From an optimization exercise on the open Yosys and OpenROAD flow, aimed at a short achievable clock period; shortcuts taken in it are not production practice. At most, simulation tests tie the RTL to the original design; equivalence was not proved. No functional check of the RTL was part of run 5. No driver is modelled on the clock port, so clock power and skew are understated where the tree is cut down; a real chip needs a root buffer or a tree. Power and IR drop assume default switching activity.

<file path="flow/config.mk">
export PLATFORM = sky130hd
export DESIGN_NAME = GPU
export DESIGN_NICKNAME = GPU
export VERILOG_FILES = /design/flow/design.v
export SDC_FILE = /design/flow/constraint.sdc
export NUM_CORES = 4
export LEC_CHECK = 0
export CAP_MARGIN = 20
export CORE_AREA = 4 4 196 196
export CTS_CLUSTER_DIAMETER = 80
export CTS_CLUSTER_SIZE = 12
export DIE_AREA = 0 0 200 200
export SETUP_SLACK_MARGIN = 1.5
export SLEW_MARGIN = 20
export SYNTH_HIERARCHICAL = 1
export SYNTH_MINIMUM_KEEP_SIZE = 0
</file>
<file path="flow/constraint.sdc">
create_clock -name core_clock -period 3.4 [get_ports {gpu_clk}]
set_input_delay 0.6800 -clock core_clock [delete_from_list [all_inputs] [get_ports {gpu_clk}]]
set_output_delay 0.6800 -clock core_clock [all_outputs]
set_load 0.01 [all_outputs]
</file>
<file path="flow/design.v">
module GPU(
    input gpu_clk,
    input rst,
    output reg h_sync,
    output reg v_sync,
    output reg color,
    output reg [8:0] address,
    input [639:0] data
    );
    reg [319:0] lo;                       
    wire [31:0] lo0 = lo[31:0];
    reg [26:0] grp;                       
    reg        le;                        
    reg [8:0]  v;                         
    wire [31:0] lo_init = 32'd2;          
    integer c;
    always @(posedge gpu_clk) begin
        if (rst) begin
            for (c = 0; c < 10; c = c + 1)
                lo[32*c +: 32] <= lo_init;
            grp <= 27'd1;
            le <= 1'b0;
        end else begin
            if (le) begin
                for (c = 0; c < 10; c = c + 1)
                    lo[32*c +: 32] <= lo_init;
                grp <= 27'd1;
            end else begin
                for (c = 0; c < 10; c = c + 1)
                    lo[32*c +: 32] <= {lo[32*c +: 31], lo[32*c+31]};
                if (lo0[31])
                    grp <= {grp[25:0], 1'b0};
            end
            le <= grp[26] & lo0[8];       
        end
    end
    wire [639:0] sel = {lo[319:288], lo[319:288], lo[287:256], lo[287:256],
                        lo[255:224], lo[255:224], lo[223:192], lo[223:192],
                        lo[191:160], lo[191:160], lo[159:128], lo[159:128],
                        lo[127:96], lo[127:96], lo[95:64], lo[95:64],
                        lo[63:32], lo[63:32], lo[31:0], lo[31:0]};
    wire [319:0] p_n;
    gpu_nand2 u_p0 (.a(data[1]), .b(sel[1]), .y(p_n[0]));
    genvar i;
    generate
        for (i = 1; i < 320; i = i + 1) begin : g_pair
            gpu_a22oi u (.a1(data[2*i]), .a2(sel[2*i]),
                         .b1(data[2*i+1]), .b2(sel[2*i+1]), .y(p_n[i]));
        end
    endgenerate
    wire [79:0] o8, o8_n;
    generate
        for (i = 0; i < 80; i = i + 1) begin : g_o8
            gpu_nand4 u (.a(p_n[4*i]), .b(p_n[4*i+1]), .c(p_n[4*i+2]),
                         .d(p_n[4*i+3]), .y(o8[i]));
            gpu_inv ui (.a(o8[i]), .y(o8_n[i]));
        end
    endgenerate
    wire [19:0] gate_n = ~grp[19:0] | {20{rst}};
    wire [19:0] o32, o32_n;
    generate
        for (i = 0; i < 20; i = i + 1) begin : g_o32
            gpu_a41oi u (.a1(o8_n[4*i]), .a2(o8_n[4*i+1]), .a3(o8_n[4*i+2]),
                         .a4(o8_n[4*i+3]), .b1(gate_n[i]), .y(o32[i]));
            gpu_inv ui (.a(o32[i]), .y(o32_n[i]));
        end
    endgenerate
    wire [4:0] o128;
    generate
        for (i = 0; i < 5; i = i + 1) begin : g_o128
            gpu_nand4 u (.a(o32_n[4*i]), .b(o32_n[4*i+1]), .c(o32_n[4*i+2]),
                         .d(o32_n[4*i+3]), .y(o128[i]));
        end
    endgenerate
    wire [2:0] q_n;
    gpu_nor2 u_q0 (.a(o128[0]), .b(o128[1]), .y(q_n[0]));
    gpu_nor2 u_q1 (.a(o128[2]), .b(o128[3]), .y(q_n[1]));
    gpu_inv  u_q2 (.a(o128[4]), .y(q_n[2]));
    wire color_d;
    gpu_nand3 u_c (.a(q_n[0]), .b(q_n[1]), .c(q_n[2]), .y(color_d));
    wire [8:0] v_next = le ? ((v == 9'd501) ? 9'd1 : v + 9'd1) : v;
    wire h_blank = (grp[20] & |lo0[31:17]) | grp[21] | (grp[22] & |lo0[16:0]);
    always @(posedge gpu_clk) begin
        color <= color_d;
        if (rst) begin
            v <= 9'd1;
            address <= 9'd0;
            h_sync <= 1'b0;
            v_sync <= 1'b0;
        end else begin
            h_sync <= ~h_blank;
            v_sync <= (v > 9'd481) && (v <= 9'd484);
            v <= v_next;
            address <= le ? ((v == 9'd501) ? 9'd0 : v) : v - 9'd1;
        end
    end
endmodule
module gpu_a22oi(input a1, input a2, input b1, input b2, output y);
    assign y = ~((a1 & a2) | (b1 & b2));
endmodule
module gpu_nand2(input a, input b, output y);
    assign y = ~(a & b);
endmodule
module gpu_nand3(input a, input b, input c, output y);
    assign y = ~(a & b & c);
endmodule
module gpu_nand4(input a, input b, input c, input d, output y);
    assign y = ~(a & b & c & d);
endmodule
module gpu_inv(input a, output y);
    assign y = ~a;
endmodule
module gpu_nor2(input a, input b, output y);
    assign y = ~(a | b);
endmodule
module gpu_a41oi(input a1, input a2, input a3, input a4, input b1, output y);
    assign y = ~((a1 & a2 & a3 & a4) | b1);
endmodule
</file>
<file path="flow/flow/run.sh">
#!/bin/bash
# Standard ORFS layout with stronger port buffers, free cell sizing, data
# pins kept in order (flow/pre_io.tcl) and extra steps after CTS
# (flow/post_cts.tcl).
set -euo pipefail
bash standard.sh finish \
  "BUFFER_PORTS_ARGS=-buffer_cell sky130_fd_sc_hd__buf_4" \
  MATCH_CELL_FOOTPRINT=0 \
  SETUP_SLACK_MARGIN=2.5 \
  "PRE_IO_PLACEMENT_TCL=$PWD/flow/pre_io.tcl" \
  "POST_CTS_TCL=$PWD/flow/post_cts.tcl" \
  > run_make.log 2>&1
</file>
<file path="flow/flow/post_cts.tcl">
# Extra steps after CTS: useful skew for the pixel-select registers and
# greedy sizing of the pixel path.
#
# Useful skew for the pixel-select registers (lo*): they launch the select
# lines of the pixel multiplexer, a register-to-register path into color.
# Give them a clock subtree of their own, straight from the clock port, so
# their clock arrives earlier than the balanced tree's.  Only lo registers
# move; they have no input or output port paths.
set blk [ord::get_db_block]
set db [ord::get_db]
set buf_master [$db findMaster sky130_fd_sc_hd__clkbuf_16]
set clk_net [$blk findNet gpu_clk]

proc centroid {insts} {
  set x 0; set y 0
  foreach i $insts { set l [$i getLocation]; set x [expr {$x + [lindex $l 0]}]; set y [expr {$y + [lindex $l 1]}] }
  set n [llength $insts]
  return [list [expr {int($x / $n)}] [expr {int($y / $n)}]]
}
# split a list of instances into groups of at most max by halving along the longer side
proc bisect {insts max} {
  if {[llength $insts] <= $max} { return [list $insts] }
  set xs {}; set ys {}
  foreach i $insts { set l [$i getLocation]; lappend xs [lindex $l 0]; lappend ys [lindex $l 1] }
  set dx [expr {[tcl::mathfunc::max {*}$xs] - [tcl::mathfunc::min {*}$xs]}]
  set dy [expr {[tcl::mathfunc::max {*}$ys] - [tcl::mathfunc::min {*}$ys]}]
  set k [expr {$dx >= $dy ? 0 : 1}]
  set sorted [lsort -command [list cmp_loc $k] $insts]
  set h [expr {[llength $sorted] / 2}]
  return [concat [bisect [lrange $sorted 0 [expr {$h - 1}]] $max] [bisect [lrange $sorted $h end] $max]]
}
proc cmp_loc {k a b} {
  set va [lindex [$a getLocation] $k]; set vb [lindex [$b getLocation] $k]
  return [expr {$va < $vb ? -1 : ($va > $vb ? 1 : 0)}]
}

set flops {}
foreach inst [$blk getInsts] {
  if {[regexp {^lo} [$inst getName]] && [[$inst getMaster] isSequential]} { lappend flops $inst }
}
puts "skew: [llength $flops] lo registers"

set old_leaf_nets {}
set leaves {}
set n 0
foreach grp [bisect $flops 16] {
  set b [odb::dbInst_create $blk $buf_master "clkbuf_lo_leaf_$n"]
  set net [odb::dbNet_create $blk "clknet_lo_leaf_$n"]
  $net setSigType CLOCK
  [$b findITerm X] connect $net
  foreach f $grp {
    set it [$f findITerm CLK]
    set on [$it getNet]
    if {$on ne "NULL"} { dict set old_leaf_nets [$on getName] 1 }
    $it disconnect
    $it connect $net
  }
  set c [centroid $grp]
  $b setLocation [lindex $c 0] [lindex $c 1]
  $b setPlacementStatus PLACED
  lappend leaves $b
  incr n
}
puts "skew: $n leaf buffers"

set m 0
foreach grp [bisect $leaves [expr {int(ceil($n / 2.0))}]] {
  set b [odb::dbInst_create $blk $buf_master "clkbuf_lo_mid_$m"]
  set net [odb::dbNet_create $blk "clknet_lo_mid_$m"]
  $net setSigType CLOCK
  [$b findITerm X] connect $net
  [$b findITerm A] connect $clk_net
  foreach l $grp { [$l findITerm A] connect $net }
  set c [centroid $grp]
  $b setLocation [lindex $c 0] [lindex $c 1]
  $b setPlacementStatus PLACED
  incr m
}
puts "skew: $m mid buffers"

# drop clock buffers of the balanced tree left without loads
set changed 1
while {$changed} {
  set changed 0
  foreach inst [$blk getInsts] {
    if {![string match "clkbuf_*" [$inst getName]] && ![string match "clkload*" [$inst getName]]} { continue }
    set x [$inst findITerm X]
    if {$x eq "NULL"} { continue }
    set on [$x getNet]
    if {$on eq "NULL"} { continue }
    set loads 0
    foreach it [$on getITerms] { if {[$it isInputSignal] || [$it getIoType] eq "INPUT"} { incr loads } }
    if {$loads == 0 && [llength [$on getBTerms]] == 0} {
      puts "skew: removing [$inst getName]"
      odb::dbInst_destroy $inst
      odb::dbNet_destroy $on
      set changed 1
    }
  }
}

estimate_parasitics -placement

# Greedy sizing of the cells on the worst paths into color: try each drive
# strength of each cell on those paths and keep the one that helps most.
# Wire loads are estimated from a trial global route, which is closer to
# the routed layout than the placement estimate; the flow's own global
# route runs again afterwards.
# the platform's routing layers (fastroute.tcl; its variables are not set
# in the CTS step)
set_global_routing_layer_adjustment met1-met5 0.2
set_routing_layers -clock met3-met5
set_routing_layers -signal met1-met5
global_route -allow_congestion
estimate_parasitics -global_routing
proc size_variants {master_name} {
  if {![regexp {^(sky130_fd_sc_hd__[a-z0-9]+)_([0-9]+)$} $master_name -> base sz]} { return {} }
  set out {}
  foreach s {1 2 4 6 8 12 16} {
    set m [[ord::get_db] findMaster "${base}_$s"]
    if {$m ne "NULL"} { lappend out "${base}_$s" }
  }
  return $out
}
proc endpoint_slack {pin} {
  return [get_property [get_pins $pin] slack_max]
}
proc worst_color_slack {} {
  set p [find_timing_paths -to [get_pins color*/D] -sort_by_slack]
  return [get_property $p slack]
}
proc size_pass {} {
  set improved 0
  set paths [find_timing_paths -to [get_pins color*/D] -sort_by_slack -group_path_count 20 -endpoint_path_count 20 -unique_paths_to_endpoint]
  set cells {}
  foreach p $paths {
    foreach ref [get_property $p points] {
      set pin [get_property $ref pin]
      set inst [get_property $pin full_name]
      set c [get_cells -of_objects $pin]
      if {$c eq ""} continue
      set cn [get_full_name $c]
      if {[lsearch -exact $cells $cn] < 0} { lappend cells $cn }
    }
  }
  foreach cn $cells {
    set cell [get_cells $cn]
    set lc [get_property $cell ref_name]
    if {[string match "*clkbuf*" $lc]} continue
    # of the registers, only the select registers are sized here
    if {[string match "*df*" $lc] && ![string match "lo*" $cn]} continue
    set vars [size_variants $lc]
    if {[llength $vars] < 2} continue
    set base [worst_color_slack]
    set best $lc; set bestv $base
    foreach v $vars {
      if {$v eq $lc} continue
      replace_cell $cell $v
      estimate_parasitics -global_routing
      set s [worst_color_slack]
      if {$s > $bestv + 0.0005} { set best $v; set bestv $s }
    }
    replace_cell $cell $best
    estimate_parasitics -global_routing
    if {$best ne $lc} { incr improved; puts "size: $cn $lc -> $best  [format %.3f $base] -> [format %.3f $bestv]" }
  }
  return $improved
}
for {set i 0} {$i < 3} {incr i} {
  set n [size_pass]
  puts "size: pass $i changed $n, color slack [format %.3f [worst_color_slack]]"
  if {$n == 0} break
}

detailed_placement
estimate_parasitics -placement
report_clock_min_period
report_worst_slack -max
report_worst_slack -min
</file>
<file path="flow/flow/pre_io.tcl">
# Keep the data pins of each 32-pixel group together and in order, so that
# each branch of the pixel-select tree sits by a stretch of the die edge.
for {set g 0} {$g < 20} {incr g} {
  set pins {}
  for {set i [expr {32 * $g}]} {$i < 32 * ($g + 1)} {incr i} { lappend pins [get_ports "data\[$i\]"] }
  set_io_pin_constraint -group -order -pin_names $pins
}
</file>
<file path="flow/standard.sh">
#!/bin/bash
# synth_recipe.tcl (not shown) runs the flow's synth.tcl, then flattens the netlist and writes it again
# the make line also repeats each setting of config.mk as NAME=value (left out here)
make -C /OpenROAD-flow-scripts/flow DESIGN_CONFIG=/design/flow/config.mk WORK_HOME=/design/flow/orfs CLKGATE_MAP_FILE= SYNTH_SCRIPT=/design/flow/synth_recipe.tcl "${@:-finish}"
</file>
==> results.txt, run 1 <==
- Mapped cell area: 0.01595 mm²
- Placed cell areas: 0.02133 mm²
- Routed len/inst: 25.16 µm
- Die area: 0.04000 mm²
- Avg Cell Area, Syn: 11.07 µm²
- Nets: 2861
- Peak supply drop: 0.4451 mV
- Sequential cell area fraction in the yosys report: 46.32%
- CTS clk-pin slew, worst paths: 0.06 ns
- Setup TNS: 0 ns
- Share of layout cells above drive strength 1: 63.24%
- Area contributors post-synth: dfxtp_1, a22oi_2, and2_1
- Die Ht: 200 µm
- Worst Hold End: h_sync
- Reg2reg end: color
- Fmax: 0.6238 GHz
- Max layer used: met4
- Slew Limit Fails: 0
- Met2 wire length: 34610 µm
- Die width: 200 µm
- Cells after synthesis: 1440
- Share of flip-flops with an asynchronous set or reset: 0%
- First-pass GRT wire length: 96150 µm
- Part of the cycle the worst path needs: 47.15%
- R2R Path Start: lo[142]
- Critical Path End Type: primary output
- Crit path max-delay family: flip-flops
- Startpoint Class: flip-flop
- Status: no timing/DRC/antenna violations
- Post-synth top cells: dfxtp_1, a22oi_2, and2_1, inv_1, nand4_1
- Post-Layout Inst Area: 0.02543 mm²
- Share of the synthesized area in the top cell type: 46.32%
- Diode count: 0
- Fill count: 2733
- Post-synth top area cell: dfxtp_1
- Count of input and output buffers: 652
- Static leakage: 10.30 nW
- CP bufs+invs: 1
- Met3 WL: 4571 µm
- Critical Path AT: 0.92 ns
- R2R setup slack: 1.84 ns
- R2R depth: 8
- Grt ovf: 0
- Initial antenna violation count: 1
- ANT nets after route: 0
- WL met1: 26630 µm
- DR DRC count: 0
- Fin worst setup slack: 1.797 ns
- Vias in the first global route: 15680
- RSZ-0062 raised after global routing: true
- Hold path depth: 1
- # Max-Cap Violations: 0
- Most common cell in the netlist: dfxtp_1
- Rel. slew slack: 78.23%
- Critical path class: reg -> out
- Yosys warns: 7
- Power per standard cell area: 387.6 mW/mm²
- Largest net degree at the start of global routing: 27
- Place WS: 1.219 ns
- Register area: 0.007465 mm²
- Initial DRT Pass Iterations: 6
- Number of unique standard cell types used by synthesis: 41
- Area of the multi-input gates: 0.008665 mm²
- Max incr delay on CP: 0.32 ns
- DP HPWL: 46220 µm
- Final GP Congestion: 0.9199
- Hold Vio Cnt, Final: 0
- Clock Skews: 0.06538 ns
- Cells along the critical path: buf_6
- Main synth FF type: dfxtp_1
- Syn_nets: 2086
- Final min period: 1.603 ns
- Post-detailed-routing wire length: 67560 µm
- 1st-iter DRT viols: 672
- Slew @ Worst Pin: 0.3261 ns
- Placed instance count: 2508
- CTS sink cnt: 369
- Hold Path Origin: grp[20]
- Hold Path Class: reg -> reg
- Crit-path slowest cell: dfxtp_2
- Layout area overhead: 59.47%
- Routed vias/inst: 5.510
- Initial Util: 43.66%
- Core Footprint: 0.03652 mm²
- Hold slack final: 0.4777 ns
- Post-synth EDFFs: 0
- Final setup fails: 0
- Crit path depth: 1
- I/O Pins: 654
- Global router's overall resource usage: 31.50%
- Worst Path Max Fanout: 1
- WP data required: 2.72 ns
- Via count: 14800
- Clock latency on the worst-skew pair: 0.47 ns
- Seq cells post-synth: 369
- Final cell count without fillers: 2685
- Worst Setup SP: address[3]
- Num rows: 70
[routing by layer]
metal | vias to the layer above | GRT usage [%]
met2 | 639 | 56.03
li1 | 6781 | -
met1 | 7239 | 38.87
met4 | 0 | 8.805
met5 | - | 0
met3 | 136 | 6.344
[through the flow]
stage	power, mW	util [%]
3_3_place_gp	5.303	58.39
5_1_grt	10.16	69.63
6_report	9.857	69.63
3_5_place_dp	5.314	58.39
2_1_floorplan	4.614	-
[layout make-up, without the clock buffers]
class / count / share of cell area [%]
sequential: 369 / 29.35
buffer: 34 / 3.346
tap: 468 / 2.303
timing repair buffer: 773 / 27.51
inverter: 104 / 1.555
clock inverter: 3 / 0.08856
multi-input combinational: 916 / 34.07
[cell families after synthesis]
logic type      share of synthesized area, %
xor+xnor                              0.5492
simple gates                           19.58
fa+ha+maj                             0.3139
flops                                  46.32
mux                                    1.632
compound gates                         27.69
buf+inv                                3.907
[modules after synthesis (local to each module, per instance)]
module	cells inside	flip-flops and latches	cell area, µm²	times used
GPU	911	369	10700	1
gpu_a22oi	1	0	12.51	319
gpu_a41oi	1	0	16.27	20
gpu_inv	1	0	3.754	101
gpu_nand2	1	0	3.754	1
gpu_nand3	1	0	5.005	1
gpu_nand4	1	0	6.256	85
gpu_nor2	1	0	3.754	2
[placed cells by master (no fill, tap or decap), types with 23 or more instances in the layout]
cell	count
and2_1	197
and2_4	113
inv_1	98
dfxtp_1	325
nand2b_1	23
buf_4	662
dfxtp_2	35
buf_6	31
a22oi_2	318
clkbuf_16	89
nand4_1	86
[worst register-to-register path: stages, from the launching register on]
cell and delay (ns):
dfxtp_1 0.36, a22oi_2 0.21, nand4_2 0.15, inv_1 0.10, a41oi_2 0.14, inv_2 0.12
nand4_4 0.12, nor2_4 0.17, nand3_2 0.08
[worst max-delay path by stage]
stage,endpoint,slack (ns)
finish,address[3],1.80
global placement,color,1.23
global route,address[3],1.78
floorplan,color,1.91
detailed placement,color,1.22
[where the power goes]
part	total, mW	switching (mW)	leakage [nW]	internal [mW]
sequential	4.39	0.0393	3.00	4.35
clock	4.37	1.71	0.654	2.66
combinational	1.10	0.399	6.64	0.704
total	9.86	2.15	10.3	7.71
[registers in the layout (all words and copies together) (netlist names)]
name     cells
grp         27
address      9
v            9
h_sync       1
color        1
lo         320
v_sync       1
le           1
==> inputs of run 2 (changes only) <==
--- a/flow/flow/post_cts.tcl
+++ b/flow/flow/post_cts.tcl
@@ -131,7 +131,7 @@
 }
 proc size_pass {} {
   set improved 0
-  set paths [find_timing_paths -to [get_pins color*/D] -sort_by_slack -group_path_count 20 -endpoint_path_count 20 -unique_paths_to_endpoint]
+  set paths [find_timing_paths -to [get_pins color*/D] -sort_by_slack -group_path_count 60 -endpoint_path_count 60 -unique_paths_to_endpoint]
   set cells {}
   foreach p $paths {
     foreach ref [get_property $p points] {
@@ -166,7 +166,7 @@
   }
   return $improved
 }
-for {set i 0} {$i < 3} {incr i} {
+for {set i 0} {$i < 6} {incr i} {
   set n [size_pass]
   puts "size: pass $i changed $n, color slack [format %.3f [worst_color_slack]]"
   if {$n == 0} break
--- a/flow/config.mk
+++ b/flow/config.mk
@@ -7,8 +7,8 @@
 export LEC_CHECK = 0
 export CAP_MARGIN = 20
 export CORE_AREA = 4 4 196 196
-export CTS_CLUSTER_DIAMETER = 80
-export CTS_CLUSTER_SIZE = 12
+export CTS_CLUSTER_DIAMETER = 120
+export CTS_CLUSTER_SIZE = 18
 export DIE_AREA = 0 0 200 200
 export SETUP_SLACK_MARGIN = 1.5
 export SLEW_MARGIN = 20
==> run 2 against run 1 <==
  * Critical path type unchanged
  * Still clean on timing, DRC and antenna
  * Sequential power is essentially flat
  * Critical endpoint is now address[7]
  * Critical path depth is the same
  * Power shrank 2.8%
  * Sequential cell count is the same
  * Worst hold slack lost 0.012 ns
==> results.txt, run 2 <==
- I/O Pins: 654 (unchanged)
- Hold Path Class: reg -> reg
- First-pass GRT wire length: 94520 µm (-1.7%)
- Post-synthesis simple-gate area fraction: 19.58% (unchanged)
- Mux share of post-synthesis cell area: 1.632% (unchanged)
- DP HPWL: 46220 µm (unchanged)
- Int Pwr: 7.476 mW (-3.0%)
- Placed instance count: 2508 (unchanged)
- Reg2reg end: color
- Routed len/inst: 25.21 µm (+0.19%)
- Initial Util: 43.66% (unchanged)
- Most common cell after layout, fill and taps aside: buf_4
- Startpoint Class: flip-flop
- # Max-Cap Violations: 0 (unchanged)
- Main synth FF type: dfxtp_1
- Post-synth EDFFs: 0 (unchanged)
- Slew @ Worst Pin: 0.3133 ns (-0.01283 ns)
- Power per standard cell area: 372.1 mW/mm² (-4.0%)
- Cells after synthesis: 1440 (unchanged)
- Top reg by flops: lo
- Peak supply drop: 0.3660 mV (-18%)
- Seq cells post-synth: 369 (unchanged)
- DR DRC count: 0 (unchanged)
- Routed vias/inst: 5.501 (-0.16%)
- WP data required: 2.72 ns (about the same)
- Post-detailed-routing wire length: 67630 µm (+0.11%)
- Critical Path AT: 0.90 ns (-0.02 ns)
- Count of input and output buffers: 652 (unchanged)
- Via count: 14760 (-0.24%)
- Final cell count without fillers: 2683 (-0.074%)
- Global router's overall resource usage: 30.75% (-0.76 points)
- Fmax: 0.6321 GHz (+1.3%)
- ANT nets after route: 0 (unchanged)
- Layout area overhead: 61.53%
- CTS sink cnt: 369 (unchanged)
- Sequential share of power: 45.8% (+1.3 points)
- 1st-iter DRT viols: 663 (-1.3%)
- NetSw: 2.108 mW (-1.9%)
- Share of flip-flops with an asynchronous set or reset: 0% (unchanged)
- Share of the synthesized area in the top cell type: 46.32% (unchanged)
- Cells along the critical path: buf_6
- Part of the cycle the worst path needs: 46.53% (-0.62 points)
- Sw Share: 22.00% (+0.20 points)
- Area share of fa/ha/maj cells after synthesis: 0.3138% (unchanged)
- Final min period: 1.582 ns (-0.02108 ns)
- Number of unique standard cell types used by synthesis: 41 (unchanged)
- CTS clk-pin slew, worst paths: 0.06 ns (about the same)
- Static leakage: 10.50 nW (+2.0%)
- Final setup fails: 0 (unchanged)
- R2R setup slack: 1.85 ns (about the same)
- Diode count: 0 (unchanged)
- Max FFs per register: 320 (unchanged)
- Critical Path End Type: primary output
- RSZ-0062 raised after global routing: true
- Crit path depth: 1 (unchanged)
- Die area: 0.04000 mm² (unchanged)
- Vias in the first global route: 15540 (-0.87%)
- Max incr delay on CP: 0.33 ns (about the same)
- Yosys warns: 7 (unchanged)
- Rel. slew slack: 79.09% (+0.86 points)
- Largest family of logic cells by synthesized area: compound AO/OA/AOI/OAI gates
- Clock latency on the worst-skew pair: 0.45 ns (-0.02 ns)
- Core Footprint: 0.03652 mm² (unchanged)
- Compound-Gate Fraction of Synth Area: 27.69% (unchanged)
- Initial antenna violation count: 1 (unchanged)
- CP bufs+invs: 1 (unchanged)
- Initial DRT Pass Iterations: 5 (-1)
- Area contributors post-synth: dfxtp_1, a22oi_2, and2_1
- Status: no timing/DRC/antenna violations
- Crit-path slowest cell: dfxtp_2
- Share of layout cells above drive strength 1: 70.97% (+7.7 points)
- Num rows: 70 (unchanged)
- Crit path max-delay family: flip-flops
- Largest net degree at the start of global routing: 50 (+85%)
- Clock share of power: 42.5% (-1.8 points)
- Die width: 200 µm (unchanged)
- Die Ht: 200 µm (unchanged)
- Post-synth top cells: dfxtp_1, a22oi_2, and2_1, inv_1, nand4_1
- Post-synth top area cell: dfxtp_1
- R2R Path Start: lo[191]
- Avg Cell Area, Syn: 11.07 µm² (unchanged)
- Final GP Congestion: 0.9199 (unchanged)
- Worst Setup EP: address[7]
- Mapped cell area: 0.01595 mm² (unchanged)
- Slew Limit Fails: 0 (unchanged)
- Most common cell in the netlist: dfxtp_1
- Clock Skews: 0.03592 ns (-0.02946 ns)
- Grt ovf: 0 (unchanged)
- Sequential cell area fraction in the yosys report: 46.32% (unchanged)
- Largest regs: lo: 320 flops, grp: 27 flops
- Worst Setup SP: address[7]
- R2R depth: 8 (unchanged)
- Syn_nets: 2086 (unchanged)
- Critical path class: reg -> out
- Setup TNS: 0 ns (unchanged)
- Hold Vio Cnt, Final: 0 (unchanged)
- Worst Path Max Fanout: 1 (unchanged)
- Synth Area in XOR/XNOR: 0.5492% (unchanged)
- Part of the power in combinational logic: 11.7% (+0.5 points)
- Nets: 2861 (unchanged)
- Commonest non-fill, non-tap cells in the layout: buf_4, dfxtp_1, a22oi_2
==> run 2: cell counts after synthesis <==
Identical to the previous run, type by type.
==> run 2: through the flow <==
step	total power, mW	util (%)	hold WS (ns)	instance area [µm²]	setup WS, ns
global placement	5.303	58.39	0.4587	21330	1.227
detailed placement	5.314	58.39	0.4612	21330	1.219
global route	9.884	70.53	0.4908	25760	1.782
floorplan	4.614	-	0.4318	16150	1.906
finish	9.585	70.53	0.4661	25760	1.818
==> run 2: worst min path at each step <==
stage | cells after the start | start | endpoint | slack, ns
floorplan | 1 | grp[21] | h_sync | 0.43
global placement | 1 | grp[21] | h_sync | 0.46
detailed placement | 1 | grp[21] | h_sync | 0.46
global route | 1 | grp[21] | h_sync | 0.49
finish | 1 | grp[21] | h_sync | 0.47
==> run 2: cells by family (layout without fill, tap and decap cells) <==
group,after synthesis,after routing
xor+xnor,10,10
flops,369,369
mux,26,26
fa+ha+maj,4,4
simple gates,519,523
buf+inv,159,930
compound gates,353,353
==> run 2: cell type report, without the clock buffers <==
type / instances / area, µm²
plain buffers: 34 / 850.8
clock inverters: 2 / 27.53
fillers: 2680 / 10760
inverters: 104 / 395.4
multi-input cells: 916 / 9069
flip-flops and latches: 369 / 7470
well taps: 468 / 585.6
repair buffers: 777 / 7036
==> run 2: power groups by stage <==
stage                     combinational [mW]  clock, mW  sequential [mW]
final                                   1.13       4.07             4.39
after floorplan                        0.146          0             4.47
after detailed placement               0.829          0             4.48
after global placement                 0.819          0             4.48
after global routing                    1.18       4.32             4.39
==> run 2: Yosys stat by module (local to each module, per instance) <==
| module | area, µm² | flops+latches | copies in the design |
|---|---|---|---|
| gpu_a41oi | 16.27 | 0 | 20 |
| GPU | 10700 | 369 | 1 |
| gpu_nor2 | 3.754 | 0 | 2 |
| gpu_a22oi | 12.51 | 0 | 319 |
| gpu_inv | 3.754 | 0 | 101 |
| gpu_nand4 | 6.256 | 0 | 85 |
| gpu_nand3 | 5.005 | 0 | 1 |
| gpu_nand2 | 3.754 | 0 | 1 |
==> run 2: routing by layer <==
metal / vias to the layer above / GRT usage [%] / share of wire [%]
li1: 6781 / - / -
met1: 7265 / 38.46 / 40
met2: 615 / 55.61 / 52
met3: 99 / 5.220 / 6.2
met4: 0 / 6.943 / 2.0
met5: - / 0 / 0
==> inputs of run 3 (changes only) <==
--- a/flow/flow/post_cts.tcl
+++ b/flow/flow/post_cts.tcl
@@ -131,7 +131,7 @@
 }
 proc size_pass {} {
   set improved 0
-  set paths [find_timing_paths -to [get_pins color*/D] -sort_by_slack -group_path_count 60 -endpoint_path_count 60 -unique_paths_to_endpoint]
+  set paths [find_timing_paths -to [get_pins color*/D] -sort_by_slack -group_path_count 20 -endpoint_path_count 20 -unique_paths_to_endpoint]
   set cells {}
   foreach p $paths {
     foreach ref [get_property $p points] {
@@ -166,7 +166,7 @@
   }
   return $improved
 }
-for {set i 0} {$i < 6} {incr i} {
+for {set i 0} {$i < 3} {incr i} {
   set n [size_pass]
   puts "size: pass $i changed $n, color slack [format %.3f [worst_color_slack]]"
   if {$n == 0} break
--- a/flow/flow/pre_io.tcl
+++ b/flow/flow/pre_io.tcl
@@ -5,3 +5,11 @@
   for {set i [expr {32 * $g}]} {$i < 32 * ($g + 1)} {incr i} { lappend pins [get_ports "data\[$i\]"] }
   set_io_pin_constraint -group -order -pin_names $pins
 }
+
+# Keep the output pins (but color, whose register sits by the pixel-select
+# tree) together on one edge, so that their registers and output buffers
+# are placed next to them rather than in the middle of the die.
+set outs {}
+foreach p {h_sync v_sync} { lappend outs [get_ports $p] }
+for {set i 0} {$i < 9} {incr i} { lappend outs [get_ports "address\[$i\]"] }
+set_io_pin_constraint -pin_names $outs -region left:90-110
==> run 3 against run 2 <==
  * Still clean on timing, DRC and antenna
  * Via count is 1.6% lower
  * Synthesized cell count stayed put
  * Routed wire length is 1.0% lower
  * Critical endpoint is now address[3]
  * Highest routed layer unchanged
==> results.txt, run 3 <==
- Status: no timing/DRC/antenna violations
- Max FFs per register: 320 (unchanged)
- Initial DRT Pass Iterations: 7 (+2)
- Reg2reg end: h_sync
- Post-detailed-routing wire length: 66940 µm (-1.0%)
- Routed len/inst: 25.02 µm (-0.73%)
- Layout area overhead: 61.57% (about the same)
- Max incr delay on CP: 0.34 ns (about the same)
- Share of the synthesized area in the top cell type: 46.32% (unchanged)
- Peak supply drop: 0.3698 mV (+1.0%)
- Worst Hold End: grp[0]
- Most common cell in the netlist: dfxtp_1
- Hold Vio Cnt, Final: 0 (unchanged)
- Global router's overall resource usage: 29.83% (-0.92 points)
- # Max-Cap Violations: 0 (unchanged)
- R2R Path Start: lo[4]
- Fmax: 0.6272 GHz (-0.77%)
- Share of layout cells above drive strength 1: 72.35% (+1.4 points)
- Post-synth EDFFs: 0 (unchanged)
- Main synth FF type: dfxtp_1
- I/O Pins: 654 (unchanged)
- Largest net degree at the start of global routing: 50 (unchanged)
- Cells after synthesis: 1440 (unchanged)
- Final setup fails: 0 (unchanged)
- Fin worst setup slack: 1.806 ns (-0.01232 ns)
- DP HPWL: 46150 µm (-0.17%)
- First-pass GRT wire length: 91670 µm (-3.0%)
- Power per standard cell area: 371.6 mW/mm² (-0.15%)
- Clock latency on the worst-skew pair: 0.45 ns (about the same)
- WP data required: 2.72 ns (about the same)
- Initial Util: 43.66% (unchanged)
- Critical Path AT: 0.91 ns (about the same)
- Share of flip-flops with an asynchronous set or reset: 0% (unchanged)
- Sequential cell area fraction in the yosys report: 46.32% (unchanged)
- Clock Skews: 0.04592 ns (+0.009998 ns)
- Final GP Congestion: 0.9248 (+0.53%)
- Syn_nets: 2086 (unchanged)
- Post-synth top cells: dfxtp_1, a22oi_2, and2_1, inv_1, nand4_1
- Die Ht: 200 µm (unchanged)
- Slew @ Worst Pin: 0.3641 ns (+0.05079 ns)
- Part of the cycle the worst path needs: 46.89% (+0.36 points)
- Startpoint Class: flip-flop
- Rel. slew slack: 75.55% (-3.5 points)
- CTS sink cnt: 369 (unchanged)
- Yosys warns: 7 (unchanged)
- Static leakage: 10.46 nW (-0.42%)
- Routed vias/inst: 5.427 (-1.3%)
- Hold Path Origin: grp[0]
- 1st-iter DRT viols: 586 (-12%)
- Most common cell after layout, fill and taps aside: buf_4
- Top reg by flops: lo
- Worst Path Max Fanout: 1 (unchanged)
- ANT nets after route: 0 (unchanged)
- Crit path max-delay family: flip-flops
- R2R depth: 4 (-4)
- Cells along the critical path: buf_6
- Commonest non-fill, non-tap cells in the layout: buf_4, a22oi_2, dfxtp_1
- CP bufs+invs: 1 (unchanged)
- Post-synth top area cell: dfxtp_1
- Area contributors post-synth: dfxtp_1, a22oi_2, and2_1
- Setup TNS: 0 ns (unchanged)
- Via count: 14520 (-1.6%)
- Mapped cell area: 0.01595 mm² (unchanged)
- Die area: 0.04000 mm² (unchanged)
- Seq cells post-synth: 369 (unchanged)
- Num rows: 70 (unchanged)
- Core Footprint: 0.03652 mm² (unchanged)
- Avg Cell Area, Syn: 11.07 µm² (unchanged)
- Core Util, Final: 70.54% (about the same)
- Number of unique standard cell types used by synthesis: 41 (unchanged)
- Critical Path End Type: primary output
- Crit-path slowest cell: dfxtp_2
- Nets: 2852 (-0.31%)
- CTS clk-pin slew, worst paths: 0.06 ns (about the same)
- Hold Path Class: reg -> reg
- Register area: 0.007492 mm² (+0.30%)
- Count of input and output buffers: 652 (unchanged)
- Initial antenna violation count: 2 (+1)
- Grt ovf: 0 (unchanged)
- RSZ-0062 raised after global routing: true
- Final min period: 1.594 ns (+0.01232 ns)
- Fill count: 2673 (-0.26%)
- Area of the multi-input gates: 0.009107 mm² (+0.43%)
- Vias in the first global route: 15340 (-1.3%)
- Place WS: 1.272 ns (+0.05333 ns)
- R2R setup slack: 1.86 ns (about the same)
- DR DRC count: 0 (unchanged)
- Slew Limit Fails: 0 (unchanged)
- Hold path depth: 2 (+1)
- Die width: 200 µm (unchanged)
- Critical path class: reg -> out
- Largest regs: lo: 320 flops, grp: 27 flops
run 3: cell count changes in the layout (fill, tap and decap cells not counted), moves of 7 or more:
cell,delta
and2_4,+17
and2_1,-16
dfxtp_1,-14
dfxtp_2,+12
buf_4,-9
buf_8,-7
run 3: per-layer routing:
layer,track usage (%),part of all wire [%],up-vias
li1,-,-,6748
met1,36.39,39,7100
met2,53.06,52,552
met3,7.217,7.0,118
met4,7.522,2.5,0
met5,0,0,-
run 3: power breakdown:
group	switching [mW]	internal (mW)	total, mW	leakage (nW)
clock network	1.66	2.40	4.05	0.585
registers	0.0415	4.35	4.39	3.01
logic	0.407	0.723	1.13	6.86
run 3: through the flow:
stage	total power [mW]	std cells	hold slack [ns]	instance area (µm²)
finish	9.573	2675	0.5024	25760
global route	9.838	2675	0.5036	25760
detailed placement	5.317	2509	0.4634	21330
global placement	5.303	2509	0.4606	21330
floorplan	4.614	1440	0.4318	16150
run 3: tightest hold or removal path, stage by stage (launching register included):
cell     delay (ns)
dfxtp_1        0.33
inv_1          0.08
o21ai_2        0.05
run 3: cells by family (layout without fill, tap and decap cells):
kind of cell	count (synthesis)	after routing	share of synthesized area [%]
fa+ha+maj	4	4	0.3139
other cells	0	1	0
mux	26	26	1.632
simple gates	519	523	19.58
buf+inv	159	921	3.907
compound gates	353	353	27.69
xor+xnor	10	10	0.5492
flops	369	369	46.32
run 3: worst max path at each step:
stage,start,endpoint,slack [ns],cells past startpoint
after floorplan,data[298],color,1.91,8
after global placement,rst,color,1.28,7
after detailed placement,rst,color,1.27,7
after global routing,address[3],address[3],1.80,1
final,address[3],address[3],1.81,1
run 3: area by class of cell, without the clock buffers:
type | count | share of cell area (%)
well taps | 468 | 2.273
plain buffers | 34 | 3.302
multi-input cells | 916 | 35.35
clock inverters | 1 | 0.04371
flip-flops and latches | 369 | 29.08
repair buffers | 769 | 27.15
inverters | 104 | 1.535
diodes | 1 | 0.009713
run 3: modules after synthesis (local to each module, per instance):
module	cells inside	flip-flops and latches	times used	area, µm²
gpu_nand2	1	0	1	3.754
gpu_nand4	1	0	85	6.256
gpu_nand3	1	0	1	5.005
gpu_a41oi	1	0	20	16.27
GPU	911	369	1	10700
gpu_a22oi	1	0	319	12.51
gpu_nor2	1	0	2	3.754
gpu_inv	1	0	101	3.754
==> inputs of run 4 (changes only) <==
--- a/flow/flow/post_cts.tcl
+++ b/flow/flow/post_cts.tcl
@@ -1,5 +1,5 @@
-# Extra steps after CTS: useful skew for the pixel-select registers and
-# greedy sizing of the pixel path.
+# Extra steps after CTS: useful skew for the pixel-select registers, placement
+# of the color register, and greedy sizing of the pixel path.
 #
 # Useful skew for the pixel-select registers (lo*): they launch the select
 # lines of the pixel multiplexer, a register-to-register path into color.
@@ -100,6 +100,58 @@
 }
 
 estimate_parasitics -placement
+
+
+# Place the color register (and the gate that feeds it) on the line from the
+# pixel-select tree's last stage to the color output buffer, at the point
+# that gives the best worst slack of the paths into and out of it.
+proc inst_xy {inst} { set l [$inst getLocation]; return [list [lindex $l 0] [lindex $l 1]] }
+proc color_slack {} {
+  set a [get_property [find_timing_paths -to [get_pins color*/D] -sort_by_slack] slack]
+  set b [get_property [find_timing_paths -to [get_ports color] -sort_by_slack] slack]
+  return [expr {min($a, $b)}]
+}
+set cff ""
+foreach inst [$blk getInsts] { if {[string match "color*" [$inst getName]] && [[$inst getMaster] isSequential]} { set cff $inst } }
+if {$cff ne ""} {
+  set dgate ""
+  foreach it [[[$cff findITerm D] getNet] getITerms] { if {[$it isOutputSignal]} { set dgate [$it getInst] } }
+  set obuf ""
+  foreach it [[[$cff findITerm Q] getNet] getITerms] { if {[$it isInputSignal]} { set obuf [$it getInst] } }
+  set srcs {}
+  foreach it [$dgate getITerms] {
+    if {![$it isInputSignal]} continue
+    set n [$it getNet]
+    if {$n eq "NULL"} continue
+    foreach jt [$n getITerms] { if {[$jt isOutputSignal]} { lappend srcs [$jt getInst] } }
+  }
+  if {$dgate ne "" && $obuf ne "" && [llength $srcs] > 0} {
+    lassign [centroid $srcs] x0 y0
+    lassign [inst_xy $obuf] x1 y1
+    lassign [inst_xy $cff] fx fy
+    lassign [inst_xy $dgate] gx gy
+    estimate_parasitics -placement
+    set best_xy [list $fx $fy $gx $gy]
+    set best [color_slack]
+    puts "color place: now [format %.3f $best]"
+    for {set k 0} {$k <= 10} {incr k} {
+      set t [expr {$k / 10.0}]
+      set px [expr {int($x0 + $t * ($x1 - $x0))}]
+      set py [expr {int($y0 + $t * ($y1 - $y0))}]
+      $dgate setLocation $px $py
+      $cff setLocation [expr {$px + 3000}] $py
+      estimate_parasitics -placement
+      set s [color_slack]
+      if {$s > $best + 0.001} { set best $s; set best_xy [list [expr {$px + 3000}] $py $px $py] }
+    }
+    lassign $best_xy fx fy gx gy
+    $cff setLocation $fx $fy
+    $dgate setLocation $gx $gy
+    puts "color place: best [format %.3f $best]"
+    detailed_placement
+    estimate_parasitics -placement
+  }
+}
 
 # Greedy sizing of the cells on the worst paths into color: try each drive
 # strength of each cell on those paths and keep the one that helps most.
==> run 4 against run 3 <==
  * First-iteration DRC count shrank 7.5%
  * Maximum frequency shrank 0.62%
  * Sequential share of layout area is essentially flat
  * Via count shrank 0.48%
  * Sequential power is essentially flat
  * Sequential cell count is the same
  * Synthesized cell count is the same
  * Global-route usage grew 0.063 points
  * Die area is the same
  * Critical path type is now reg -> reg
  * Register-to-register slack lost 0.06 ns
  * Clock skew shrank 0.0012 ns
  * Critical path depth grew 7
==> results.txt, run 4 <==
- Most common cell in the netlist: dfxtp_1
- CTS sink cnt: 369 (unchanged)
- Most common cell after layout, fill and taps aside: buf_4
- Critical Path End Type: flip-flop
- Placed instance count: 2509 (unchanged)
- First-pass GRT wire length: 91800 µm (+0.14%)
- Post-synth top cells: dfxtp_1, a22oi_2, and2_1, inv_1, nand4_1
- Hold Path Class: reg -> reg
- Max FFs per register: 320 (unchanged)
- CTS clk-pin slew, worst paths: 0.05 ns (about the same)
- Static leakage: 10.41 nW (-0.48%)
- Status: no timing/DRC/antenna violations
- Clock share of power: 42.3% (about the same)
- Worst Path Max Fanout: 4 (+3)
- Initial Util: 43.66% (unchanged)
- Setup TNS: 0 ns (unchanged)
- Final cell count without fillers: 2673 (-0.075%)
- Cells after synthesis: 1440 (unchanged)
- Largest regs: lo: 320 flops, grp: 27 flops
- Sw Share: 21.88% (-0.096 points)
- # Max-Cap Violations: 0 (unchanged)
- Sequential share of power: 45.9% (about the same)
- Layout area overhead: 60.77%
- Int Pwr: 7.466 mW (about the same)
- Num rows: 70 (unchanged)
- Avg Cell Area, Syn: 11.07 µm² (unchanged)
- Tot Pwr: 9.558 mW (-0.16%)
- Slew @ Worst Pin: 0.3399 ns (-0.02416 ns)
- Number of unique standard cell types used by synthesis: 41 (unchanged)
- Rel. slew slack: 77.18% (+1.6 points)
- Share of layout cells above drive strength 1: 70.51% (-1.8 points)
- Part of the cycle the worst path needs: 47.19% (+0.29 points)
- Fmax: 0.6233 GHz (-0.62%)
- Die area: 0.04000 mm² (unchanged)
- Final setup fails: 0 (unchanged)
- Hold Vio Cnt, Final: 0 (unchanged)
- NetSw: 2.091 mW (-0.60%)
- Routed len/inst: 24.92 µm (-0.42%)
- Routed vias/inst: 5.406 (-0.40%)
- Mapped cell area: 0.01595 mm² (unchanged)
- Peak supply drop: 0.3682 mV (-0.43%)
- Placed cell areas: 0.02133 mm² (unchanged)
- Core Footprint: 0.03652 mm² (unchanged)
- Via count: 14450 (-0.48%)
- Startpoint Class: flip-flop
- Post-Layout Inst Area: 0.02564 mm² (-0.50%)
- Commonest non-fill, non-tap cells in the layout: buf_4, dfxtp_1, a22oi_2
- Part of the power in combinational logic: 11.8% (about the same)
- Largest net degree at the start of global routing: 50 (unchanged)
- Clock latency on the worst-skew pair: 0.45 ns (about the same)
- Top reg by flops: lo
- Seq cells post-synth: 369 (unchanged)
- DP HPWL: 46150 µm (unchanged)
- 1st-iter DRT viols: 542 (-7.5%)
- Vias in the first global route: 15350 (+0.065%)
- Area contributors post-synth: dfxtp_1, a22oi_2, and2_1
- Critical Path AT: 1.90 ns (+0.99 ns)
- Post-synth top area cell: dfxtp_1
- I/O Pins: 654 (unchanged)
- Final min period: 1.604 ns (+0.009970 ns)
- Nets: 2850 (-0.070%)
- Post-detailed-routing wire length: 66610 µm (-0.49%)
- WP data required: 3.70 ns (+0.98 ns)
- Sequential cell area fraction in the yosys report: 46.32% (unchanged)
- Die Ht: 200 µm (unchanged)
- Syn_nets: 2086 (unchanged)
- Initial DRT Pass Iterations: 5 (-2)
- Clock Skews: 0.04473 ns (-0.001187 ns)
- Count of input and output buffers: 652 (unchanged)
- Die width: 200 µm (unchanged)
- R2R setup slack: 1.80 ns (-0.06 ns)
- Post-synth EDFFs: 0 (unchanged)
- Main synth FF type: dfxtp_1
- Global router's overall resource usage: 29.89% (+0.063 points)
- DR DRC count: 0 (unchanged)
- Share of the synthesized area in the top cell type: 46.32% (unchanged)
- ANT nets after route: 0 (unchanged)
- Yosys warns: 7 (unchanged)
- Final GP Congestion: 0.9248 (unchanged)
- Initial antenna violation count: 2 (unchanged)
- Slew Limit Fails: 0 (unchanged)
- Critical path class: reg -> reg
- RSZ-0062 raised after global routing: true
- Power per standard cell area: 372.8 mW/mm² (+0.34%)
- Share of flip-flops with an asynchronous set or reset: 0% (unchanged)
- Grt ovf: 0 (unchanged)
[run 4: cell types whose count changed in the layout (fill, tap and decap cells not counted), moves of 2 or more]
| cell | delta |
|---|---|
| inv_2 | -8 |
| nor4_4 | -2 |
| buf_6 | -2 |
| dfxtp_1 | +26 |
| and2_1 | +5 |
| inv_1 | +8 |
| nor4_2 | +2 |
| dfxtp_4 | -2 |
| buf_4 | +2 |
| dfxtp_2 | -24 |
| and2_4 | -5 |
| nand4_1 | +2 |
[run 4: per-layer routing]
layer  GRT usage [%]  share of wire [%]  wire length [µm]  vias up
li1                -                  -                 -     6751
met1           36.44                 39             26020     7043
met2           53.11                 51             34110      533
met3           7.268                7.0              4666      122
met4           7.673                2.7              1812        0
met5               0                  0                 0        -
[run 4: worst paths after layout]
path | from | endpoint | depth (start not counted)
worst max-delay path | lo[24] | color | 8
worst min-delay path | grp[0] | grp[0] | 2
worst max register to register | lo[24] | color | 8
worst min register to register | grp[0] | grp[0] | 2
[run 4: power by group through the flow]
stage | Sequential (mW) | Clock, mW | Combinational (mW)
6_report | 4.39 | 4.04 | 1.12
3_5_place_dp | 4.48 | 0 | 0.832
5_1_grt | 4.39 | 4.26 | 1.18
3_3_place_gp | 4.48 | 0 | 0.818
2_1_floorplan | 4.47 | 0 | 0.146
[run 4: worst max-delay path, cell delays in order, from the launching register on]
cell	delay (ns)
dfxtp_1	0.36
a22oi_2	0.20
nand4_1	0.15
inv_1	0.12
a41oi_2	0.12
inv_1	0.07
nand4_1	0.19
nor2_4	0.18
nand3_2	0.09
[run 4: logic make-up (layout without fill, tap and decap cells)]
| group | Yosys count | after routing | synth area share, % |
|---|---|---|---|
| buffers and inverters | 159 | 919 | 3.907 |
| multiplexers | 26 | 26 | 1.632 |
| other | 0 | 1 | 0 |
| XOR/XNOR | 10 | 10 | 0.5492 |
| flip-flops | 369 | 369 | 46.32 |
| adder cells (fa/ha/maj) | 4 | 4 | 0.3139 |
| AO/OA/AOI/OAI | 353 | 353 | 27.69 |
| AND/OR/NAND/NOR | 519 | 523 | 19.58 |
[run 4: metrics by stage]
stage,util [%],worst slack [ns],hold slack (ns)
2_1_floorplan,-,1.906,0.4318
3_3_place_gp,58.41,1.285,0.4606
3_5_place_dp,58.41,1.272,0.4634
5_1_grt,70.20,1.769,0.5036
6_report,70.20,1.796,0.4971
[run 4: cell type report, without the clock buffers]
type / count / area (µm²)
antenna: 1 / 2.502
buffer: 34 / 850.8
clock inverter: 1 / 11.26
fill: 2684 / 10890
inverter: 104 / 395.4
multi-input combinational: 916 / 9049
sequential: 369 / 7455
tap: 468 / 585.6
timing repair buffer: 767 / 6963
[run 4: modules after synthesis (local to each module, per instance)]
module	flops+latches	cells	cell area [µm²]
GPU	369	911	10700
gpu_a22oi	0	1	12.51
gpu_a41oi	0	1	16.27
gpu_inv	0	1	3.754
gpu_nand2	0	1	3.754
gpu_nand3	0	1	5.005
gpu_nand4	0	1	6.256
gpu_nor2	0	1	3.754
==> inputs of run 5 (changes only) <==
--- a/flow/design.v
+++ b/flow/design.v
@@ -7,38 +7,43 @@
     output reg [8:0] address,
     input [639:0] data
     );
-    reg [319:0] lo;                       
-    wire [31:0] lo0 = lo[31:0];
+    reg [31:0] lo0, lo1, lo2, lo3, lo4;   
     reg [26:0] grp;                       
     reg        le;                        
     reg [8:0]  v;                         
     wire [31:0] lo_init = 32'd2;          
-    integer c;
     always @(posedge gpu_clk) begin
         if (rst) begin
-            for (c = 0; c < 10; c = c + 1)
-                lo[32*c +: 32] <= lo_init;
+            lo0 <= lo_init;
+            lo1 <= lo_init;
+            lo2 <= lo_init;
+            lo3 <= lo_init;
+            lo4 <= lo_init;
             grp <= 27'd1;
             le <= 1'b0;
         end else begin
             if (le) begin
-                for (c = 0; c < 10; c = c + 1)
-                    lo[32*c +: 32] <= lo_init;
+                lo0 <= lo_init;
+                lo1 <= lo_init;
+                lo2 <= lo_init;
+                lo3 <= lo_init;
+                lo4 <= lo_init;
                 grp <= 27'd1;
             end else begin
-                for (c = 0; c < 10; c = c + 1)
-                    lo[32*c +: 32] <= {lo[32*c +: 31], lo[32*c+31]};
+                lo0 <= {lo0[30:0], lo0[31]};
+                lo1 <= {lo1[30:0], lo1[31]};
+                lo2 <= {lo2[30:0], lo2[31]};
+                lo3 <= {lo3[30:0], lo3[31]};
+                lo4 <= {lo4[30:0], lo4[31]};
                 if (lo0[31])
                     grp <= {grp[25:0], 1'b0};
             end
             le <= grp[26] & lo0[8];       
         end
     end
-    wire [639:0] sel = {lo[319:288], lo[319:288], lo[287:256], lo[287:256],
-                        lo[255:224], lo[255:224], lo[223:192], lo[223:192],
-                        lo[191:160], lo[191:160], lo[159:128], lo[159:128],
-                        lo[127:96], lo[127:96], lo[95:64], lo[95:64],
-                        lo[63:32], lo[63:32], lo[31:0], lo[31:0]};
+    wire [639:0] sel = {lo4, lo4, lo4, lo4, lo3, lo3, lo3, lo3,
+                        lo2, lo2, lo2, lo2, lo1, lo1, lo1, lo1,
+                        lo0, lo0, lo0, lo0};
     wire [319:0] p_n;
     gpu_nand2 u_p0 (.a(data[1]), .b(sel[1]), .y(p_n[0]));
     genvar i;
==> flow/flow/run.sh (replaced) <==
#!/bin/bash
# Standard ORFS layout with stronger port buffers, free cell sizing and
# extra steps after CTS (flow/post_cts.tcl).
set -euo pipefail
bash standard.sh finish \
  "BUFFER_PORTS_ARGS=-buffer_cell sky130_fd_sc_hd__buf_4" \
  MATCH_CELL_FOOTPRINT=0 \
  SETUP_SLACK_MARGIN=2.5 \
  "POST_CTS_TCL=$PWD/flow/post_cts.tcl" \
  > run_make.log 2>&1
--- a/flow/flow/post_cts.tcl
+++ b/flow/flow/post_cts.tcl
@@ -1,5 +1,5 @@
-# Extra steps after CTS: useful skew for the pixel-select registers, placement
-# of the color register, and greedy sizing of the pixel path.
+# Extra steps after CTS: useful skew for the pixel-select registers, output
+# registers pulled next to their pins, and greedy sizing of the pixel path.
 #
 # Useful skew for the pixel-select registers (lo*): they launch the select
 # lines of the pixel multiplexer, a register-to-register path into color.
@@ -99,72 +99,44 @@
   }
 }
 
+
+# Pull the output registers that feed only an output buffer, and those
+# buffers, next to their pins: their inputs come from the counters, which
+# have slack to spare, while the clock-to-output path has none.
+proc pin_center {bt} {
+  set bb [$bt getBBox]
+  return [list [expr {([$bb xMin] + [$bb xMax]) / 2}] [expr {([$bb yMin] + [$bb yMax]) / 2}]]
+}
+set die [$blk getDieArea]
+set cx [expr {([$die xMin] + [$die xMax]) / 2}]
+set cy [expr {([$die yMin] + [$die yMax]) / 2}]
+foreach bt [$blk getBTerms] {
+  if {[$bt getIoType] ne "OUTPUT"} continue
+  set name [$bt getName]
+  if {$name eq "color"} continue
+  set onet [$bt getNet]
+  set buf ""
+  foreach it [$onet getITerms] { if {[$it isOutputSignal]} { set buf [$it getInst] } }
+  if {$buf eq ""} continue
+  set ff ""
+  set bnet [[$buf findITerm A] getNet]
+  foreach it [$bnet getITerms] { if {[$it isOutputSignal]} { set ff [$it getInst] } }
+  if {$ff eq "" || ![[$ff getMaster] isSequential]} continue
+  if {[llength [$bnet getITerms]] != 2} continue
+  lassign [pin_center $bt] px py
+  # unit step from the pin toward the die centre
+  set dx [expr {$cx - $px}]; set dy [expr {$cy - $py}]
+  set d [expr {sqrt($dx*$dx + $dy*$dy)}]
+  set ux [expr {$dx / $d}]; set uy [expr {$dy / $d}]
+  $buf setLocation [expr {int($px + $ux * 15000)}] [expr {int($py + $uy * 15000)}]
+  $ff setLocation [expr {int($px + $ux * 22000)}] [expr {int($py + $uy * 22000)}]
+  puts "pull: $name [$buf getName] [$ff getName]"
+}
+detailed_placement
 estimate_parasitics -placement
-
-
-# Place the color register (and the gate that feeds it) on the line from the
-# pixel-select tree's last stage to the color output buffer, at the point
-# that gives the best worst slack of the paths into and out of it.
-proc inst_xy {inst} { set l [$inst getLocation]; return [list [lindex $l 0] [lindex $l 1]] }
-proc color_slack {} {
-  set a [get_property [find_timing_paths -to [get_pins color*/D] -sort_by_slack] slack]
-  set b [get_property [find_timing_paths -to [get_ports color] -sort_by_slack] slack]
-  return [expr {min($a, $b)}]
-}
-set cff ""
-foreach inst [$blk getInsts] { if {[string match "color*" [$inst getName]] && [[$inst getMaster] isSequential]} { set cff $inst } }
-if {$cff ne ""} {
-  set dgate ""
-  foreach it [[[$cff findITerm D] getNet] getITerms] { if {[$it isOutputSignal]} { set dgate [$it getInst] } }
-  set obuf ""
-  foreach it [[[$cff findITerm Q] getNet] getITerms] { if {[$it isInputSignal]} { set obuf [$it getInst] } }
-  set srcs {}
-  foreach it [$dgate getITerms] {
-    if {![$it isInputSignal]} continue
-    set n [$it getNet]
-    if {$n eq "NULL"} continue
-    foreach jt [$n getITerms] { if {[$jt isOutputSignal]} { lappend srcs [$jt getInst] } }
-  }
-  if {$dgate ne "" && $obuf ne "" && [llength $srcs] > 0} {
-    lassign [centroid $srcs] x0 y0
-    lassign [inst_xy $obuf] x1 y1
-    lassign [inst_xy $cff] fx fy
-    lassign [inst_xy $dgate] gx gy
-    estimate_parasitics -placement
-    set best_xy [list $fx $fy $gx $gy]
-    set best [color_slack]
-    puts "color place: now [format %.3f $best]"
-    for {set k 0} {$k <= 10} {incr k} {
-      set t [expr {$k / 10.0}]
-      set px [expr {int($x0 + $t * ($x1 - $x0))}]
-      set py [expr {int($y0 + $t * ($y1 - $y0))}]
-      $dgate setLocation $px $py
-      $cff setLocation [expr {$px + 3000}] $py
-      estimate_parasitics -placement
-      set s [color_slack]
-      if {$s > $best + 0.001} { set best $s; set best_xy [list [expr {$px + 3000}] $py $px $py] }
-    }
-    lassign $best_xy fx fy gx gy
-    $cff setLocation $fx $fy
-    $dgate setLocation $gx $gy
-    puts "color place: best [format %.3f $best]"
-    detailed_placement
-    estimate_parasitics -placement
-  }
-}
 
 # Greedy sizing of the cells on the worst paths into color: try each drive
 # strength of each cell on those paths and keep the one that helps most.
-# Wire loads are estimated from a trial global route, which is closer to
-# the routed layout than the placement estimate; the flow's own global
-# route runs again afterwards.
-# the platform's routing layers (fastroute.tcl; its variables are not set
-# in the CTS step)
-set_global_routing_layer_adjustment met1-met5 0.2
-set_routing_layers -clock met3-met5
-set_routing_layers -signal met1-met5
-global_route -allow_congestion
-estimate_parasitics -global_routing
 proc size_variants {master_name} {
   if {![regexp {^(sky130_fd_sc_hd__[a-z0-9]+)_([0-9]+)$} $master_name -> base sz]} { return {} }
   set out {}
@@ -198,9 +170,7 @@
   foreach cn $cells {
     set cell [get_cells $cn]
     set lc [get_property $cell ref_name]
-    if {[string match "*clkbuf*" $lc]} continue
-    # of the registers, only the select registers are sized here
-    if {[string match "*df*" $lc] && ![string match "lo*" $cn]} continue
+    if {[string match "*df*" $lc] || [string match "*clkbuf*" $lc]} continue
     set vars [size_variants $lc]
     if {[llength $vars] < 2} continue
     set base [worst_color_slack]
@@ -208,12 +178,12 @@
     foreach v $vars {
       if {$v eq $lc} continue
       replace_cell $cell $v
-      estimate_parasitics -global_routing
+      estimate_parasitics -placement
       set s [worst_color_slack]
       if {$s > $bestv + 0.0005} { set best $v; set bestv $s }
     }
     replace_cell $cell $best
-    estimate_parasitics -global_routing
+    estimate_parasitics -placement
     if {$best ne $lc} { incr improved; puts "size: $cn $lc -> $best  [format %.3f $base] -> [format %.3f $bestv]" }
   }
   return $improved
removed: flow/flow/pre_io.tcl
==> run 5 against run 4 <==
  * Via count decreased by 18%
  * Cell count decreased by 15%
  * Critical path depth increased by 1
  * Routed wire length decreased by 12%
  * Clock power decreased by 36%
  * Register-to-register slack got worse by 0.08 ns
  * Synthesized area decreased by 27%
  * Power decreased by 37%
  * Die area unchanged
  * Clock skew increased by 0.082 ns
  * Combinational power decreased by 15%
  * Critical path type is now in -> reg
  * Critical endpoint unchanged
  * Largest power group is now the clock network
==> results.txt, run 5 <==
- Area contributors post-synth: dfxtp_1, a22oi_2, and2_1
- First-pass GRT wire length: 76710 µm (-16%)
- Share of flip-flops with an asynchronous set or reset: 0% (unchanged)
- ANT nets after route: 0 (unchanged)
- Static leakage: 7.645 nW (-27%)
- Critical path class: in -> reg
- Routed len/inst: 25.68 µm (+3.1%)
- Routed vias/inst: 5.203 (-3.8%)
- Setup TNS: 0 ns (unchanged)
- Yosys warns: 7 (unchanged)
- Avg Cell Area, Syn: 10.64 µm² (-3.9%)
- Main synth FF type: dfxtp_1
- WL met1: 22490 µm (-14%)
- RSZ-0062 raised after global routing: true
- Most common cell after layout, fill and taps aside: buf_4
- Slew @ Worst Pin: 0.4373 ns (+0.09739 ns)
- Rel. slew slack: 70.81% (-6.4 points)
- Die Ht: 200 µm (unchanged)
- CTS sink cnt: 209 (-43%)
- Seq cells post-synth: 209 (-43%)
- Final setup fails: 0 (unchanged)
- DP HPWL: 44650 µm (-3.2%)
- Mapped cell area: 0.01170 mm² (-27%)
- Die area: 0.04000 mm² (unchanged)
- Most common cell in the netlist: a22oi_2
- Core Footprint: 0.03652 mm² (unchanged)
- # Max-Cap Violations: 0 (unchanged)
- Startpoint Class: input pin
- Initial DRT Pass Iterations: 5 (unchanged)
- Status: no timing/DRC/antenna violations
- Vias in the first global route: 12260 (-20%)
- Final min period: 1.692 ns (+0.08812 ns)
- Initial antenna violation count: 4 (+2)
- Fmax: 0.5909 GHz (-5.2%)
- Critical Path End Type: flip-flop
- Die width: 200 µm (unchanged)
- Num rows: 70 (unchanged)
- Post-synth top cells: a22oi_2, dfxtp_1, and2_1, inv_1, nand4_1
- Max layer used: met5
- Part of the cycle the worst path needs: 49.78% (+2.6 points)
- I/O Pins: 654 (unchanged)
- Fill count: 3372 (+26%)
- Final GP Congestion: 0.9246 (about the same)
- Number of unique standard cell types used by synthesis: 40 (-2.4%)
- Slew Limit Fails: 0 (unchanged)
- Nets: 2450 (-14%)
- Sequential cell area fraction in the yosys report: 35.76% (-11 points)
- Post-synth EDFFs: 0 (unchanged)
- 1st-iter DRT viols: 495 (-8.7%)
- Post-detailed-routing wire length: 58400 µm (-12%)
- Commonest non-fill, non-tap cells in the layout: buf_4, a22oi_2, dfxtp_1
- Power per standard cell area: 310.3 mW/mm² (-17%)
- Syn_nets: 1746 (-16%)
- Hold Vio Cnt, Final: 0 (unchanged)
- Share of the synthesized area in the top cell type: 35.76% (-11 points)
- Layout area overhead: 65.52%
- Largest net degree at the start of global routing: 48 (-4.0%)
- Worst Path Max Fanout: 1 (-3)
- Count of input and output buffers: 652 (unchanged)
- Hold Path Class: reg -> reg
- CTS clk-pin slew, worst paths: 0.04 ns (about the same)
- Via count: 11830 (-18%)
- Critical Path AT: 1.95 ns (+0.05 ns)
- Global router's overall resource usage: 25.69% (-4.2 points)
- DR DRC count: 0 (unchanged)
- Initial Util: 32.04% (-12 points)
- Clock Skews: 0.1266 ns (+0.08188 ns)
- Met2 wire length: 30120 µm (-12%)
- Clock latency on the worst-skew pair: 0.47 ns (+0.02 ns)
- Share of layout cells above drive strength 1: 69.03% (-1.5 points)
- Post-synth top area cell: dfxtp_1
- Core Util, Final: 53.03% (-17 points)
- Grt ovf: 0 (unchanged)
- Peak supply drop: 0.2801 mV (-24%)
- Met3 WL: 4294 µm (-8.0%)
- WP data required: 3.65 ns (-0.05 ns)
- Cells after synthesis: 1100 (-24%)
run 5: changes by cell type after synthesis, moves of 3 or more:
cell,before,now
buf_2,10,4
xnor2_1,4,7
nand3_1,10,7
xor2_1,6,3
clkbuf_1,40,26
dfxtp_1,369,209
and2_1,309,155
run 5: kinds of logic (layout without fill, tap and decap cells):
group	Yosys count	count (layout)	share of synthesized area, %
AOI/OAI and AO/OA	354	354	37.75
xor gates and xnor gates	10	10	0.7486
adders and majority gates	4	4	0.4277
buffers and inverters	141	842	4.790
DFF	209	209	35.76
muxes	26	26	2.224
other	0	1	0
and+or+nand+nor	356	360	18.31
run 5: per-module statistics from Yosys (local to each module, per instance):
module,flip-flops and latches,times used
GPU,209,1
gpu_a22oi,0,319
gpu_a41oi,0,20
gpu_inv,0,101
gpu_nand2,0,1
gpu_nand3,0,1
gpu_nand4,0,85
gpu_nor2,0,2
run 5: power by group:
group / internal, mW / switching, mW
Sequential: 2.46 / 0.0295
Combinational: 0.597 / 0.351
Clock: 1.51 / 1.06
run 5: path summary, 6_finish.rpt:
kind / from / end / slack [ns] / depth (start not counted)
setup / recovery: data[336] / color / 1.71 / 9
hold / removal: grp[0] / grp[0] / 0.48 / 2
setup reg to reg: lo4[24] / color / 1.72 / 8
hold reg to reg: grp[0] / grp[0] / 0.48 / 2
run 5: per-stage QoR:
stage	hold WS, ns	setup slack, ns	instance area [µm²]	total power [mW]	instances
6_report	0.4824	1.708	19370	6.010	2274
2_1_floorplan	0.4315	1.856	11960	2.664	1100
3_5_place_dp	0.4656	1.087	17110	3.358	2187
3_3_place_gp	0.4538	1.109	17110	3.349	2187
5_1_grt	0.5072	1.660	19360	6.226	2273
run 5: area by class of cell, without the clock buffers:
type,instances,area [µm²],area share [%]
inverter,105,401.6,2.074
clock inverter,2,17.52,0.09045
tap,468,585.6,3.023
buffer,18,450.4,2.326
sequential,209,4252,21.95
antenna,1,2.502,0.01292
timing repair buffer,705,5828,30.09
multi-input combinational,754,7551,38.99
run 5: per-layer routing:
metal  global-route usage [%]  vias to the layer above
met2                    47.03                      459
met5                        0                        -
met3                    6.260                       75
li1                         -                     5591
met1                    30.22                     5704
met4                    6.214                        2
run 5: worst max-delay path, stage by stage:
cell,delay [ns]
buf_4,0.11
a22oi_2,0.17
nand4_1,0.18
inv_1,0.11
a41oi_2,0.11
inv_1,0.06
nand4_1,0.20
nor2_2,0.24
nand3_2,0.07

==> port drivers added, routing unchanged <==
In the flow no input, the clock included, has a driving cell. The finished layouts below were timed again as built, in two steps. Step 1: set_driving_cell puts a clkbuf_16 on gpu_clk and a buf_2 on each other input, an assumption about the parent block. Step 2 moves the port delays by t, midway between the first and last clock arrival at a register: inputs arrive t later, outputs are due t later. That takes back most of the time a late clock gives input paths. Slacks: ideal ports / drivers / drivers and shift; pairs: ideal ports / drivers.
| run | t, ns | setup WS [ns] | hold WS [ns] | worst setup path at the end | worst slew at a driven data input, ns |
|---|---|---|---|---|---|
| run 1 | 0.520 | 1.797 / 1.710 / 1.378 | 0.478 / 0.478 / 0.478 | input to register | 0.23 |
| run 2 | 0.521 | 1.818 / 1.733 / 1.337 | 0.466 / 0.466 / 0.466 | input to register | 0.36 |
| run 3 | 0.502 | 1.806 / 1.732 / 1.382 | 0.502 / 0.502 / 0.502 | input to register | 0.33 |
| run 4 | 0.494 | 1.796 / 1.739 / 1.362 | 0.497 / 0.497 / 0.497 | input to register | 0.30 |
| run 5 | 0.483 | 1.708 / 1.723 / 1.276 | 0.482 / 0.482 / 0.482 | input to register | 0.15 |
After both steps setup and hold are still met in every run listed. For run 2, which loses most, drivers alone change the setup slack by -0.085 ns; drivers and shift together by -0.481 ns.
